What follows belongs to an exercise in optimizing a design on an open flow for small area; a production flow would make more cautious choices. In this exercise RTL edits were held to simulation tests only and were not proved equivalent to the original.

==> v5: inputs <==
## adpll_ctr
module adpll_ctr
   (
    input                     rst,
    input                     clk,
    input                     valid,
    input [5-1:0] address,
    input [26-1:0] wdata,
    input                     wstrb,
    output [1:0]              rdata,
    output reg                ready,
    input                     data_mod,  
    output                    dco_pd,
    output reg [1:0]          dco_osc_gain,
    output [4:0]              dco_c_l_rall,
    output [4:0]              dco_c_l_row,
    output [4:0]              dco_c_l_col,
    output [15:0]             dco_c_m_rall,
    output [15:0]             dco_c_m_row,
    output [15:0]             dco_c_m_col,
    output [15:0]             dco_c_s_rall,
    output [15:0]             dco_c_s_row,
    output [15:0]             dco_c_s_col,
    output                    tdc_pd,
    output                    tdc_pd_inj,
    output reg [2:0]          tdc_ctr_freq,
    input [6:0]               tdc_ripple_count,
    input [15:0]              tdc_phase
    );
clock: 40.0 ns
lec_check: 0
abc_area: 1
cap_margin: 20
core_margin: 2
core_utilization: 40
cts_buf_list: sky130_fd_sc_hd__clkbuf_4
place_density: 0.6
slew_margin: 20
standard.sh (not shown) runs the stock make flow with config.mk's settings and CLKGATE_MAP_FILE= SYNTH_SCRIPT=/design/flow/synth_recipe.tcl, a recipe that flattens the netlist after the stock synthesis.
==> flow/flow/run.sh <==
#!/bin/bash
# Standard ORFS layout (the standard.sh, standard synthesis unchanged) with
# two changes: the port buffers use the smallest buffer cell, and clock tree
# synthesis inserts no dummy loads.
set -euo pipefail
cd "$(dirname "$0")/.."
export BUFFER_PORTS_ARGS="-buffer_cell sky130_fd_sc_hd__buf_1"
export CTS_ARGS="-sink_clustering_enable -repair_clock_nets -dont_use_dummy_load"
bash standard.sh > flow_standard.log 2>&1
==> v36 (differences from v5) <==
--- a/flow/design.v
+++ b/flow/design.v
@@ -213,14 +213,16 @@
    wire        rst_lock_detect_all;
    wire signed [7:0] 		otw_int_round_sat;
    reg signed [4:0] 		otw_l_fixed, otw_l_fixed_nxt;
    reg signed [7:0] 		otw_m_fixed, otw_m_fixed_nxt;
    wire signed [27-1:0] 	      ph_diff;
    wire signed [27-1:0] 	      ph_diff_accum;
    reg signed [27-1:0] 	ph_diff_accum_last;
+   wire signed [27-1:0] 	ph_diff_mod;
+   wire signed [27-1:0] 	freq_dev;
    wire signed [27-1:0] 	integral;
    wire signed [27-1:0] 	integral_beta;
    reg signed [27-1:0] 	integral_last;
    reg [1:0] 			iir_n;
    reg [2:0] 			lambda;
    wire signed [27-1:0] 	iir_out;
    wire signed [27-1:0] 	iir1_in, iir2_in, iir3_in;
@@ -273,86 +275,42 @@
 			  .en(en),
 			  .counter_in(tdc_ripple_count),
 			  .phase_in(tdc_phase),
 			  .tdc_word(tdc_word));
    assign dco_pd = (adpll_mode == TEST)? dco_pd_test : dco_pd_state;
    assign tdc_pd = (adpll_mode == TEST)? tdc_pd_test : tdc_pd_state;
    assign tdc_pd_inj = (adpll_mode == TEST)? tdc_pd_inj_test : tdc_pd_inj_state;
-   function [27+1:0] rip(input [27:0] a, input [27:0] b, input ci);
-      integer i;
-      reg     c;
-      begin
-	 c = ci;
-	 for (i = 0; i <= 27; i = i + 1) begin
-	    rip[i] = a[i] ^ b[i] ^ c;
-	    c = (a[i] & b[i]) | (a[i] & c) | (b[i] & c);
-	 end
-	 rip[27+1] = c;
-      end
-   endfunction
-   function [27+1:0] rca(input [27:0] a, input [27:0] b, input ci);
-      integer i, d;
-      reg [27:0] p, g, pp, gg;
-      begin
-	 p = a ^ b;
-	 g = a & b;
-	 g[0] = g[0] | (p[0] & ci);
-	 pp = p;
-	 gg = g;
-	 for (d = 1; d <= 27; d = d * 2)
-	   for (i = 2*d-1; i <= 27; i = i + 2*d) begin
-	      gg[i] = gg[i] | (pp[i] & gg[i-d]);
-	      pp[i] = pp[i] & pp[i-d];
-	   end
-	 for (d = 16; d >= 1; d = d / 2)
-	   for (i = 3*d-1; i <= 27; i = i + 2*d) begin
-	      gg[i] = gg[i] | (pp[i] & gg[i-d]);
-	      pp[i] = pp[i] & pp[i-d];
-	   end
-	 rca[0] = p[0] ^ ci;
-	 for (i = 1; i <= 27; i = i + 1)
-	   rca[i] = p[i] ^ gg[i-1];
-	 rca[27+1] = gg[27];
-      end
-   endfunction
-   wire [27+1:0] ph_diff_hi = rip({{(27+1-12){1'b0}},FCW[26-1:14]},
-				     ~{{(27+1-12){1'b0}},tdc_word}, 1'b1);
-   assign ph_diff = {ph_diff_hi[27-1-14:0], FCW[14-1:0]};
-   wire [27+1:0] accum_p = rip({1'b0,ph_diff_accum_last}, {1'b0,ph_diff}, 1'b0);
-   wire [27-10:0] mod_add = {{(27-14){1'b0}},FCW_mod} & {(27-9){en_mod}};
-   wire [27+1:0] accum_hi1 = rip({10'd0,accum_p[27-1:9]}, {10'd0,mod_add}, 1'b0);
-   wire [27+1:0] accum_hi0 = rip({10'd0,accum_p[27-1:9]}, {10'd0,~mod_add}, 1'b1);
-   assign ph_diff_accum = {data_mod ? accum_hi1[27-10:0] : accum_hi0[27-10:0],
-			   accum_p[8:0]};
+   assign ph_diff = FCW - {tdc_word,{{(14){1'b0}}}};
+   assign freq_dev = (data_mod == 1'b1)?
+		     {{{(12+1){1'b0}}},FCW_mod,{{(14-5){1'b0}}}}:
+		     ~{{{(12+1){1'b0}}},FCW_mod,{{(14-5){1'b0}}}}+1;
+   assign ph_diff_mod = (en_mod==1'b0)? ph_diff: ph_diff + freq_dev;
+   assign ph_diff_accum = ph_diff_accum_last + ph_diff_mod;
    assign rst_accum_all = rst | rst_accum;
    always @ (posedge clk, posedge rst_accum_all)
      if(rst_accum_all)
        ph_diff_accum_last <= 27'd0;
      else if(en)
        ph_diff_accum_last <= ph_diff_accum;
-   wire [27+1:0] integral_s = rca({1'b0,iir_out}, {1'b0,integral_last}, 1'b0);
-   assign integral = integral_s[27-1:0];
+   assign integral = iir_out + integral_last;
    assign integral_beta = integral >>> beta;
    always @ (posedge clk, posedge rst_accum_all)
       if(rst_accum_all)
          integral_last <= 27'd0;
       else if(en&en_integral)
 	 integral_last <= integral;
    function [27-1:0] iir_stage(input [27-1:0] x, input [27-1:0] y, input [2:0] l);
       reg signed [27:0] d;
-      reg [27+1:0] t;
       reg [27:0] ds;
       reg [7:0]     bw;
       begin
-	 t = rca({x[27-1],x}, ~{y[27-1],y}, 1'b1);
-	 d = t[27:0];
+	 d = {x[27-1],x} - {y[27-1],y};
 	 bw = d[7:0] ^ x[7:0] ^ y[7:0];
 	 ds = d >>> l;
-	 t = rca({1'b0,y}, {1'b0,ds[27-1:0]}, bw[l]);
-	 iir_stage = t[27-1:0];
+	 iir_stage = y + ds[27-1:0] + bw[l];
       end
    endfunction
    assign iir1_in = ph_diff_accum;
    assign iir1_out = iir_stage(iir1_in, iir1_out_last, lambda);
    assign iir2_in = iir1_out;
    assign iir2_out = iir_stage(iir2_in, iir2_out_last, lambda);
    assign iir3_in = iir2_out;
@@ -372,20 +330,18 @@
      end
    wire signed [27-1:0] 	ntw;
    wire signed [27-1:0] 	otw;
    wire signed [27-1-14:0] otw_int;
    wire signed [27-1-14:0] otw_int_round;
    wire signed [27-1:0] 	iir_alpha = iir_out >>> alpha;
    wire signed [27-1:0] 	integral_term = integral_beta & {27{en_integral}};
-   wire [27+1:0] ntw_s = rca({1'b0,integral_term}, {1'b0,iir_alpha}, 1'b0);
-   assign ntw = ntw_s[27-1:0];
+   assign ntw = integral_term + iir_alpha;
    assign otw = (ntw << 7);
    assign otw_int = otw[27-1:14];
-   wire [27+1:0] otw_int_round_s = rca({{(14+1){1'b0}},otw_int}, {(27+1){1'b0}}, otw[13]);
-   assign otw_int_round = otw_int_round_s[27-1-14:0];
+   assign otw_int_round = (otw[13]) ? otw_int + 1 : otw_int;
    assign otw_int_round_sat = (state_rx == C_L)? ((otw_int_round > 16'sd12 ) ? 8'sd12 :
    			      ((otw_int_round < -16'sd13 ) ? -8'sd13:otw_int_round )) :
 			      (otw_int_round > 16'sd127 ) ? 8'sd127 :
 			      ((otw_int_round < -16'sd128 ) ? -8'sd128: otw_int_round);
    assign dco_c_l_word = (adpll_mode == TEST)? dco_c_l_word_test :
 			 (((state_rx == C_L) && ~rst_accum )? otw_int_round_sat :
 			  otw_l_fixed);
==> flow/run.sh (new file) <==
#!/bin/bash
# synth_recipe.tcl (not shown) runs the flow's synth.tcl, then flattens the netlist and writes it again
# the make line also repeats each setting of config.mk as NAME=value (left out here)
make -C /OpenROAD-flow-scripts/flow DESIGN_CONFIG=/design/flow/config.mk WORK_HOME=/design/flow/orfs CLKGATE_MAP_FILE= SYNTH_SCRIPT=/design/flow/synth_recipe.tcl finish
ABC_AREA = not set   (was 1)
CTS_BUF_LIST = not set   (was sky130_fd_sc_hd__clkbuf_4)
removed: flow/flow/run.sh
removed: flow/standard.sh
==> notes <==
Sequential cell count is the same in v36 and v5.
Of v36 and v5, v36 has the higher wire length (gap 37%, measured against v5).
In v36 the cell count is higher than in v5, by 13%.
Between v36 and v5, the lower first-iteration DRC count is in v5 (gap 42%, measured against v5).
==> figures <==
| metric | v5 | v36 |
|---|---|---|
| Standard cell with the maximum stage delay on the critical path | sky130_fd_sc_hd__fa_1 | sky130_fd_sc_hd__or4_4 |
| Instance area after placement | 37000 µm² | 45700 µm² |
| Outcome | no timing/DRC/antenna violations | no timing/DRC/antenna violations |
| Synth Area per Inst | 7.37 µm² | 7.92 µm² |
| Total of fill cells in the finished design | 9201 | 10.1k |
| Register fraction of the total cell area | 0.250 | 0.200 |
| Antenna violations before repair | 1 | 5 |
| Post-Syn Instances | 4805 | 5199 |
| Number of vias per cell after detailed routing | 5.24 | 5.82 |

[separate check: timing with driven ports]
The results above use ideal ports. As a check the final layouts listed here were re-extracted and re-timed, cells and wires unchanged. Step 1 assumes that a clkbuf_16 drives the clock port and a buf_2 every other input. Step 2, shift: input delay + t, output delay - t, t = (earliest + latest rising clock arrival at the registers) / 2. This alone moves slack from input paths to output paths. a / b / c = no drivers / after step 1 / after step 2; a / b = the first two.
| run | t (ns) | setup WS [ns] | hold WS [ns] | worst data-port slew with drivers (ns) |
|---|---|---|---|---|
| v5 | 0.642 | 2.568 / 2.544 / 2.544 | 0.454 / 0.454 / 0.454 | 0.10 |
| v36 | 0.674 | 1.382 / 1.310 / 1.310 | 0.483 / 0.483 / 0.483 | 0.07 |
After both steps every run listed still meets setup and hold. For v36, which loses most, drivers alone change the setup slack by -0.072 ns; drivers and shift together by -0.072 ns.
